What follows belongs to an exercise in optimizing a design on an open flow for small area; a production flow would make more cautious choices. In this exercise RTL edits were held to simulation tests only and were not proved equivalent to the original. The clock port is modelled as an ideal driver; clocking choices that lean on that would not hold on a real chip. Power figures rest on the tool's default switching activity, not on a simulated workload.

// simon
module simon(
    input wire clk,
    input wire rst,
    input wire [3:0] btn,
    input wire start,
    input wire difficulty,  
    output reg [3:0] led,
    output reg [11:0] rgb,
    output reg hsync,
    output reg vsync,
    output reg [6:0] score,    
    output reg [3:0] an        
);
    localparam IDLE  = 3'b000;
    localparam SHOW  = 3'b001;
    localparam INPUT = 3'b011;
    localparam WIN   = 3'b010;
    localparam LOSE  = 3'b100;
    localparam L_OFF = 2'd0;    
    localparam L_SEQ = 2'd1;    
    localparam L_BTN = 2'd2;    
    localparam L_ALL = 2'd3;    
    localparam J0 = 3'b000, J1 = 3'b001, J2 = 3'b011, J3 = 3'b111, J4 = 3'b110, J5 = 3'b100;
    reg [16:0] tb;
    reg [4:0]  h_hi;
    reg [9:0]  v_count;
    reg [17:0] tc;
    reg [16:0] tb_n;
    reg [5:0]  hc;
    reg [4:0]  h_n;
    reg [10:0] vc;
    reg [9:0]  v_n;
    integer i;
    wire h_end = h_hi[4] & h_hi[3];                  
    wire v_end = v_count[9] & v_count[3] & v_count[2];  
    always @* begin
        tc[0] = 1'b1;
        for (i = 0; i < 17; i = i + 1) begin
            tb_n[i] = tb[i] ^ tc[i];
            tc[i+1] = tc[i] & tb[i];
        end
        hc[0] = tc[7];
        for (i = 0; i < 5; i = i + 1) begin
  ...
export LEC_CHECK = 0
export CAP_MARGIN = 20
export CORE_MARGIN = 2
export CORE_UTILIZATION = 40
export CTS_BUF_LIST = sky130_fd_sc_hd__clkbuf_8
export PLACE_DENSITY = 0.6
export SLEW_MARGIN = 20
create_clock -name core_clock -period 10.0 [get_ports {clk}]
standard.sh (not shown) runs the stock make flow with config.mk's settings and CLKGATE_MAP_FILE= SYNTH_SCRIPT=/design/flow/synth_recipe.tcl, a recipe that flattens the netlist after the stock synthesis.
==> flow/flow/run.sh <==
#!/bin/bash
# The standard layout, with these changes:
#  - after the standard synthesis, flow/reopt.sh re-optimises the
#    combinational logic with ABC for area; every register instance of the
#    standard synthesis is kept as it is (name and cell);
#  - the port buffers are the smallest buffer cell (buf_1);
#  - before repair_design, every combinational cell is set to its
#    smallest-area drive strength (flow/downsize.tcl);
#  - the clock tree is built by flow/clocktree.tcl before CTS (a clkbuf_2
#    root and seven clkbuf_8 leaves, one per cluster of about 13 flip-flops);
#    CTS then finds nothing left to do and adds no dummy loads.
# Each tool's output goes to a log file in this folder.
set -euo pipefail
export DEEPSYN_J=${DEEPSYN_J:-500}
export BUFFER_PORTS_ARGS="-buffer_cell sky130_fd_sc_hd__buf_1"
export PRE_RESIZE_TCL="$(pwd)/flow/downsize.tcl"
export PRE_CTS_TCL="$(pwd)/flow/clocktree.tcl"
export CTS_ARGS="-sink_clustering_enable -repair_clock_nets -buf_list sky130_fd_sc_hd__clkbuf_8 -dont_use_dummy_load"
bash standard.sh synth > standard_synth.log 2>&1
R=$(pwd)/orfs/results/$FLOW_PLATFORM/simon/base
cp -p "$R/1_2_yosys.v" 1_2_yosys_standard.v
bash flow/reopt.sh 1_2_yosys_standard.v reopt.v > reopt_sh.log 2>&1
cp reopt.v "$R/1_2_yosys.v"
rm -f "$R/1_synth.odb"
bash standard.sh > standard.log 2>&1
==> flow/flow/reopt.sh <==
#!/bin/bash
# Re-optimises the combinational logic of the standard synthesis netlist with
# ABC (area-oriented), leaving every register instance as it is.
#   reopt.sh IN.v OUT.v
set -euo pipefail
IN=$1; OUT=$2
HERE=$(cd "$(dirname "$0")" && pwd)
LIB=$FLOW_HOME/platforms/sky130hd/lib/sky130_fd_sc_hd__tt_025C_1v80.lib
YOSYS=$(command -v yosys || echo "$FLOW_HOME/../tools/install/yosys/bin/yosys")
python3 "$HERE/gen_models.py" "$LIB" comb_models.v
DU=""
for c in $(cat "$HERE/dont_use.txt"); do DU="$DU -dont_use $c"; done
cat > reopt.ys <<EOY
read_verilog comb_models.v
read_liberty -lib -ignore_redef $LIB
read_verilog $IN
hierarchy -top $FLOW_TOP
tee -o reopt_before.txt stat -liberty $LIB
flatten
opt_clean -purge
techmap
opt -fast
abc -liberty $LIB $DU -script +strash;&get,-n;&deepsyn,-J,$DEEPSYN_J;&dch,-f;&nf,-R,1000;&put;strash;&get,-n;&dch,-f;&nf,-R,1000;&put
opt_clean -purge
hilomap -singleton -hicell sky130_fd_sc_hd__conb_1 HI -locell sky130_fd_sc_hd__conb_1 LO
opt_clean -purge
tee -o reopt_after.txt stat -liberty $LIB
write_verilog -noattr -noexpr -nohex -nodec $OUT
EOY
"$YOSYS" -l reopt.log -s reopt.ys > /dev/null
Other scripts of this flow, unchanged in this note and not shown: flow/flow/clocktree.tcl, flow/flow/dont_use.txt, flow/flow/downsize.tcl, flow/flow/gen_models.py
Change:
--- a/flow/flow/run.sh
+++ b/flow/flow/run.sh
@@ -3,3 +3,4 @@
 #  - after the standard synthesis, flow/reopt.sh re-optimises the
-#    combinational logic with ABC for area; every register instance of the
+#    combinational logic with ABC for area (best of four &deepsyn seeds);
+#    every register instance of the
 #    standard synthesis is kept as it is (name and cell);
==> flow/flow/reopt.sh (replaced) <==
#!/bin/bash
set -euo pipefail
IN=$(readlink -f "$1"); OUT=$2
HERE=$(cd "$(dirname "$0")" && pwd)
LIB=$FLOW_HOME/platforms/sky130hd/lib/sky130_fd_sc_hd__tt_025C_1v80.lib
YOSYS=$(command -v yosys || echo "$FLOW_HOME/../tools/install/yosys/bin/yosys")
python3 "$HERE/gen_models.py" "$LIB" comb_models.v
DU=""
for c in $(cat "$HERE/dont_use.txt"); do DU="$DU -dont_use $c"; done
for S in 0 1 2 3; do
  mkdir -p reopt_s$S
  cat > reopt_s$S/reopt.ys <<EOY
read_verilog ../comb_models.v
read_liberty -lib -ignore_redef $LIB
read_verilog $IN
hierarchy -top $FLOW_TOP
tee -o reopt_before.txt stat -liberty $LIB
flatten
opt_clean -purge
techmap
opt -fast
abc -liberty $LIB $DU -script +strash;&get,-n;&deepsyn,-J,$DEEPSYN_J,-S,$S;&dch,-f;&nf,-R,1000;&put;strash;&get,-n;&dch,-f;&nf,-R,1000;&put
opt_clean -purge
hilomap -singleton -hicell sky130_fd_sc_hd__conb_1 HI -locell sky130_fd_sc_hd__conb_1 LO
opt_clean -purge
tee -o reopt_after.txt stat -liberty $LIB
write_verilog -noattr -noexpr -nohex -nodec out.v
EOY
  (cd reopt_s$S && "$YOSYS" -l ../reopt_s$S.log -s reopt.ys > /dev/null) &
done
wait
BEST=""; BEST_A=""
for S in 0 1 2 3; do
  A=$(grep -o "Chip area for module '.$FLOW_TOP': [0-9.]*" reopt_s$S/reopt_after.txt | awk '{print $NF}' || true)
  echo "seed $S: area $A"
  if [[ -n "$A" ]] && { [[ -z "$BEST_A" ]] || awk "BEGIN{exit !($A < $BEST_A)}"; }; then BEST=$S; BEST_A=$A; fi
done
echo "best: seed $BEST, area $BEST_A"
cp reopt_s$BEST/out.v "$OUT"
Result:
- via count went up by 1.8%
- worst setup slack got worse by 0.014 ns
- cell area went down by 0.72%
- synthesized cell count drops by 1.6%
- sequential power is lower by about 4%
- area after synthesis shrinks by 0.69%
- combinational power is lower by 59%
- worst hold slack improved by 0.0068 ns
- sequential share of layout area increases by 0.38 points
- total power decreases by 14%
- flip-flop and latch count does not change

* * *

Another version of the RTL of simon (not shown whole).
For scale: about 380 cells after synthesis, ~90 flip-flops, roughly 37 I/O pins, about 4100 µm² of cells after synthesis.
==> flow/config.mk <==
export PLATFORM = sky130hd
export DESIGN_NAME = simon
export DESIGN_NICKNAME = simon
export VERILOG_FILES = /design/flow/design.v
export SDC_FILE = /design/flow/constraint.sdc
export NUM_CORES = 4
export LEC_CHECK = 0
export CAP_MARGIN = 20
export CORE_MARGIN = 2
export CORE_UTILIZATION = 60
export CTS_BUF_LIST = sky130_fd_sc_hd__clkbuf_8
export PLACE_DENSITY = 0.75
export SLEW_MARGIN = 20
==> flow/constraint.sdc <==
create_clock -name core_clock -period 10.0 [get_ports {clk}]
set_input_delay 2.0000 -clock core_clock [delete_from_list [all_inputs] [get_ports {clk}]]
set_output_delay 2.0000 -clock core_clock [all_outputs]
set_load 0.01 [all_outputs]
==> flow/flow/run.sh <==
#!/bin/bash
# The standard layout, with these changes:
#  - the port buffers are the smallest buffer cell (buf_1);
#  - before repair_design, every combinational cell is set to its
#    smallest-area drive strength (flow/downsize.tcl);
#  - the clock tree is built by flow/clocktree.tcl before CTS (a clkbuf_2
#    root and six clkbuf_8 leaves, one per cluster of 15 flip-flops);
#    CTS then finds nothing left to do and adds no dummy loads.
export BUFFER_PORTS_ARGS="-buffer_cell sky130_fd_sc_hd__buf_1"
export PRE_RESIZE_TCL="$(pwd)/flow/downsize.tcl"
export PRE_CTS_TCL="$(pwd)/flow/clocktree.tcl"
export CTS_ARGS="-sink_clustering_enable -repair_clock_nets -buf_list sky130_fd_sc_hd__clkbuf_8 -dont_use_dummy_load"
bash standard.sh > standard.log 2>&1
Other scripts of this flow, unchanged in this note and not shown: flow/flow/clocktree.tcl, flow/flow/downsize.tcl
Then changed:
Settings changed: CORE_UTILIZATION 60 to 40, PLACE_DENSITY 0.75 to 0.6.
=> Die area increases by 47%; fmax falls by 3.3%; worst hold slack gets worse by 0.0059 ns; global-route usage decreases by 5.0 points; setup slack got worse by 0.15 ns; sequential share of layout area shrinks by 0.79 points.

* * *

The RTL this note starts from:
==> flow/design.v <==
module simon(
    input wire clk,
    input wire rst,
    input wire [3:0] btn,
    input wire start,
    input wire difficulty,  
    output reg [3:0] led,
    output reg [11:0] rgb,
    output reg hsync,
    output reg vsync,
    output reg [6:0] score,    
    output reg [3:0] an        
);
    localparam IDLE  = 3'b000;
    localparam SHOW  = 3'b001;
    localparam INPUT = 3'b011;
    localparam WIN   = 3'b100;
    localparam LOSE  = 3'b101;
    localparam L_OFF = 2'd0;    
    localparam L_SEQ = 2'd1;    
    localparam L_BTN = 2'd2;    
    localparam L_ALL = 2'd3;    
    localparam J0 = 3'b000, J1 = 3'b001, J2 = 3'b011, J3 = 3'b111, J4 = 3'b110, J5 = 3'b100;
    reg [16:0] tb;
    reg [4:0]  h_hi;
    reg [9:0]  v_count;
    reg [17:0] tc;
    reg [16:0] tb_n;
    reg [5:0]  hc;
    reg [4:0]  h_n;
    reg [10:0] vc;
    reg [9:0]  v_n;
    integer i;
    wire h_end = h_hi[4] & h_hi[3];                  
    wire v_end = v_count[9] & v_count[3] & v_count[2];  
    always @* begin
        tc[0] = 1'b1;
        for (i = 0; i < 17; i = i + 1) begin
            tb_n[i] = tb[i] ^ tc[i];
            tc[i+1] = tc[i] & tb[i];
        end
        hc[0] = tc[7];
        for (i = 0; i < 5; i = i + 1) begin
            h_n[i] = (h_hi[i] ^ hc[i]) & ~(tc[7] & h_end);
            hc[i+1] = hc[i] & h_hi[i];
        end
        vc[0] = tc[7] & h_end;
        for (i = 0; i < 10; i = i + 1) begin
            v_n[i] = (v_count[i] ^ vc[i]) & ~(vc[0] & v_end);
            vc[i+1] = vc[i] & v_count[i];
        end
    end
    always @(posedge clk or posedge rst) begin
        if (rst) begin
            tb <= 17'd3;
            h_hi <= 0;
            v_count <= 0;
        end else begin
            tb <= tb_n;
            h_hi <= h_n;
            v_count <= v_n;
        end
    end
    wire h_vis = ~(h_hi[4] & (h_hi[3] | h_hi[2]));
    wire v_vis = ~(v_count[9] | (&v_count[8:5]));
    always @* begin
        hsync = ~(h_hi[4] & ~h_hi[3] & h_hi[2] &
                  ((h_hi[1] ^ h_hi[0]) | (~h_hi[1] & tb[6]) | (h_hi[1] & ~tb[6])));
        vsync = ~(v_count[9:1] == 9'd245);
    end
    wire tb_low = ~(|tb[14:2]) & ~(tb[1] & tb[0]);
    wire ds0 = ~tb[16] & (tb[15] ~^ tb_low);
    reg [15:0] lfsr_q;
    wire [15:0] lfsr = lfsr_q ^ 16'hAAAA;
    wire [15:0] lfsr_n = {lfsr[14:0], lfsr[15] ^ lfsr[14] ^ lfsr[12] ^ lfsr[3]};
    always @(posedge clk) begin
        if (rst)
            lfsr_q <= 16'hFFFF ^ 16'hAAAA;
        else
            lfsr_q <= lfsr_n ^ 16'hAAAA;
    end
    reg [2:0]  state;
    reg [2:0]  e;
    reg [1:0]  lsrc;
    reg [2:0]  q;
    reg [12:0] cnt;         
    reg [3:0]  btn_prev;
    reg [3:0]  btn_valid;
    reg [1:0]  s0, s1, s2, s3, s4;
    reg [1:0] cur;
    always @* begin
        case (1'b1)
            (~q[2] & ~q[0]): cur = s0;
            (q[0] & ~q[1]):  cur = s1;
            (q[1] & ~q[2]):  cur = s2;
            (q[2] & q[0]):   cur = s3;
            default:         cur = s4;
        endcase
    end
    wire [3:0] cur_oh = 4'b0001 << cur;
    wire last  = q[2] & ~q[0];                        
    wire final_round = difficulty ? (~e[2] & ~e[0])   
                                  : (e[0] & ~e[1]);   
    wire off_f = cnt[11] | (&cnt[10:6] & (cnt[5] | cnt[4]));
    wire off_s = cnt[12] & (cnt[11] | cnt[10] | (&cnt[9:7] & (|cnt[6:3])));
    wire led_on = ~(difficulty ? off_s : off_f);
    wire step   = difficulty ? (cnt[12] & cnt[10] & cnt[9] & cnt[8] & cnt[6] & cnt[5] & cnt[4])
                             : (cnt[11] & cnt[8] & cnt[7] & cnt[6] & cnt[2]);
    wire any = |btn_valid;
    wire hit = (btn_valid == cur_oh);
    wire [1:0] newval = {lfsr[1] & lfsr[0], ~lfsr[1] & lfsr[0]};
    wire s_idle  = (state == IDLE);
    wire s_show  = (state == SHOW);
    wire s_input = (state == INPUT);
    wire s_lose  = (state == LOSE);
    wire go      = s_idle & start;
    wire show_adv = s_show & step;
    wire in_adv  = s_input & any & hit;
    wire success = in_adv & last;                     
    wire [2:0] e_n = go ? J4 : (success ? {~e[0], e[2:1]} : e);
    always @(posedge clk or posedge rst) begin
        if (rst) begin
            state <= IDLE;
            e <= J4;
            lsrc <= L_OFF;
        end else begin
            e <= e_n;
            lsrc <= L_OFF;
            case (state)
                IDLE: begin
                    if (start) state <= SHOW;
                end
                SHOW: begin
                    if (!step) begin
                        if (led_on) lsrc <= L_SEQ;
                    end else if (last)
                        state <= INPUT;
                end
                INPUT: begin
                    lsrc <= L_BTN;
                    if (any) begin
                        if (hit) begin
                            if (last) state <= final_round ? WIN : SHOW;
                        end else
                            state <= LOSE;
                    end
                end
                WIN: begin
                    lsrc <= L_ALL;
                    if (start) state <= IDLE;
                end
                LOSE: begin
                    if (start) state <= IDLE;
                end
                default: state <= IDLE;
            endcase
        end
    end
    reg [13:0] cc;
    reg [12:0] cnt_n;
    wire cnt_run = (s_show & ~step) | s_lose;
    always @* begin
        cc[0] = 1'b1;
        for (i = 0; i < 13; i = i + 1) begin
            cnt_n[i] = (cnt[i] ^ cc[i]) & cnt_run;
            cc[i+1] = cc[i] & cnt[i];
        end
    end
    always @(posedge clk) begin
        btn_prev <= btn;
        btn_valid <= btn & ~btn_prev;
        cnt <= cnt_n;
        if (s_idle | ((show_adv | in_adv) & last))
            q <= e_n;
        else if (show_adv | in_adv)
            q <= {q[1:0], ~q[2]};
        if (go | success) begin
            s0 <= s1;
            s1 <= s2;
            s2 <= s3;
            s3 <= s4;
            s4 <= s_idle ? lfsr[1:0] : newval;
        end
    end
    always @* begin
        case (lsrc)
            L_OFF: led = 4'b0000;
            L_SEQ: led = cur_oh;
            L_BTN: led = btn_prev;
            default: led = 4'b1111;
        endcase
    end
    always @* begin
        an = {3'b111, ~ds0};
        if (ds0) begin
            case (e)
                J4: score = 7'b1000000;  
                J3: score = 7'b1111001;  
                J2: score = 7'b0100100;  
                J1: score = 7'b0110000;  
                J0: score = 7'b0011001;  
                default: score = 7'b0010010;  
            endcase
        end else
            score = 7'b1111111;
    end
    always @* begin
        if (h_vis && v_vis) begin
            case (state)
                SHOW, INPUT: begin
                    case (led)
                        4'b0001: rgb = 12'h00F;
                        4'b0010: rgb = 12'hFF0;
                        4'b0100: rgb = 12'hF0F;
                        4'b1000: rgb = 12'h0F0;
                        default: rgb = 12'h444;
                    endcase
                end
                WIN: rgb = 12'hF00;
                LOSE: rgb = cnt[10] ? 12'h00F : 12'h333;
                default: rgb = 12'h333;
            endcase
        end else
            rgb = 12'h000;
    end
endmodule
export LEC_CHECK = 0
export CAP_MARGIN = 20
export CORE_MARGIN = 2
export CORE_UTILIZATION = 40
export CTS_BUF_LIST = sky130_fd_sc_hd__clkbuf_8
export PLACE_DENSITY = 0.6
export SLEW_MARGIN = 20
create_clock -name core_clock -period 10.0 [get_ports {clk}]
==> flow/flow/run.sh <==
#!/bin/bash
# The standard layout, with two changes:
#  - the port buffers are the smallest buffer cell (buf_1);
#  - before repair_design, every combinational cell is set to its
#    smallest-area drive strength (flow/downsize.tcl).
export BUFFER_PORTS_ARGS="-buffer_cell sky130_fd_sc_hd__buf_1"
export PRE_RESIZE_TCL="$(pwd)/flow/downsize.tcl"
bash standard.sh > standard.log 2>&1
==> flow/flow/downsize.tcl <==
# Before repair_design: give every combinational cell the smallest-area cell
# of the same function (same name, other drive strength). repair_design that
# follows fixes any slew or capacitance violation this makes.
set dont_use [split $::env(DONT_USE_CELLS)]
set n 0
set saved 0.0
foreach inst [get_cells *] {
  set m [get_property $inst ref_name]
  if {![regexp {^(sky130_fd_sc_hd__[a-z0-9]+)_([0-9]+)$} $m -> base drv]} { continue }
  if {[regexp {__(df|edf|sdf|dl|clk|tap|conb|fill|decap|buf_|probe)} $m]} { continue }
  set cur [get_lib_cells $m]
  set best $m
  set best_area [get_property $cur area]
  foreach d {0 1 2 3 4 6 8 12 16} {
    set c ${base}_$d
    if {$c eq $m || [lsearch -exact $dont_use $c] >= 0} { continue }
    set lc [get_lib_cells -quiet $c]
    if {$lc eq ""} { continue }
    set a [get_property $lc area]
    if {$a < $best_area - 1e-6} { set best $c; set best_area $a }
  }
  if {$best ne $m} {
    set saved [expr {$saved + [get_property $cur area] - $best_area}]
    replace_cell $inst [get_lib_cells $best]
    incr n
  }
}
puts "downsize: replaced $n cells, saved $saved um2"
The starting point finished clean.
Then changed:
==> flow/run.sh (new file) <==
#!/bin/bash
# synth_recipe.tcl (not shown) runs the flow's synth.tcl, then flattens the netlist and writes it again
# the make line also repeats each setting of config.mk as NAME=value (left out here)
make -C /OpenROAD-flow-scripts/flow DESIGN_CONFIG=/design/flow/config.mk WORK_HOME=/design/flow/orfs CLKGATE_MAP_FILE= SYNTH_SCRIPT=/design/flow/synth_recipe.tcl finish
removed: flow/flow/run.sh
removed: flow/flow/downsize.tcl
removed: flow/standard.sh
Result:
- The changed run passed the timing, DRC and antenna checks
- hold slack loses 0.0077 ns
- cell area climbs by 5.9%
- synthesized cell count stays the same
- clock-buffer cell count does not change
- fmax shrinks by 8.0%
Then changed:
==> flow/flow/run.sh (new file) <==
#!/bin/bash
export BUFFER_PORTS_ARGS="-buffer_cell sky130_fd_sc_hd__buf_1"
bash standard.sh > standard.log 2>&1
==> flow/standard.sh (new file) <==
#!/bin/bash
# synth_recipe.tcl (not shown) runs the flow's synth.tcl, then flattens the netlist and writes it again
# the make line also repeats each setting of config.mk as NAME=value (left out here)
make -C /OpenROAD-flow-scripts/flow DESIGN_CONFIG=/design/flow/config.mk WORK_HOME=/design/flow/orfs CLKGATE_MAP_FILE= SYNTH_SCRIPT=/design/flow/synth_recipe.tcl "${@:-finish}"
removed: flow/run.sh
Result: The changed run ran to the end with no violations. Global-route usage went down by 0.29 points. Worst setup slack improves by 0.37 ns. Clock power went down by a few percent. Final cell count barely changes. Area after synthesis stays the same. Combinational power went down by a little under a tenth. Wire length barely changes. Synthesized cell count does not change. Fmax went up by a little under a tenth. Critical path depth stays the same. Design area went down by a few percent.

-- re-timing with driven ports --
The flow's constraints put no driver on any port. The routed layouts listed below were extracted and timed again, unchanged, in two steps. Step 1: set_driving_cell puts a clkbuf_16 on clk and a buf_2 on each other input, an assumption about the parent block. Step 2 times the ports against the registers' clock, not the clock port: input delays grow and output delays shrink by t, the midpoint of the rising clock arrivals with the driver on. a / b / c = no drivers / after step 1 / after step 2; a / b = the first two.
| run | shift t [ns] | setup slack, ns | clock arrival spread, ns |
|---|---|---|---|
| the first run of note 1 | 0.550 | 5.326 / 5.299 / 5.849 | 0.011 / 0.011 |
| the second run of note 1 | 0.562 | 5.311 / 5.284 / 5.847 | 0.009 / 0.009 |
| the first run of note 2 | 0.514 | 5.462 / 5.437 / 5.951 | 0.020 / 0.020 |
| the second run of note 2 | 0.517 | 5.307 / 5.281 / 5.798 | 0.017 / 0.018 |
| the first run of note 3 | 0.384 | 5.505 / 5.473 / 5.857 | 0.009 / 0.009 |
| the second run of note 3 | 0.377 | 5.115 / 5.084 / 5.461 | 0.011 / 0.012 |
| the third run of note 3 | 0.388 | 5.481 / 5.449 / 5.837 | 0.012 / 0.012 |
After both steps every run listed still meets setup and hold.
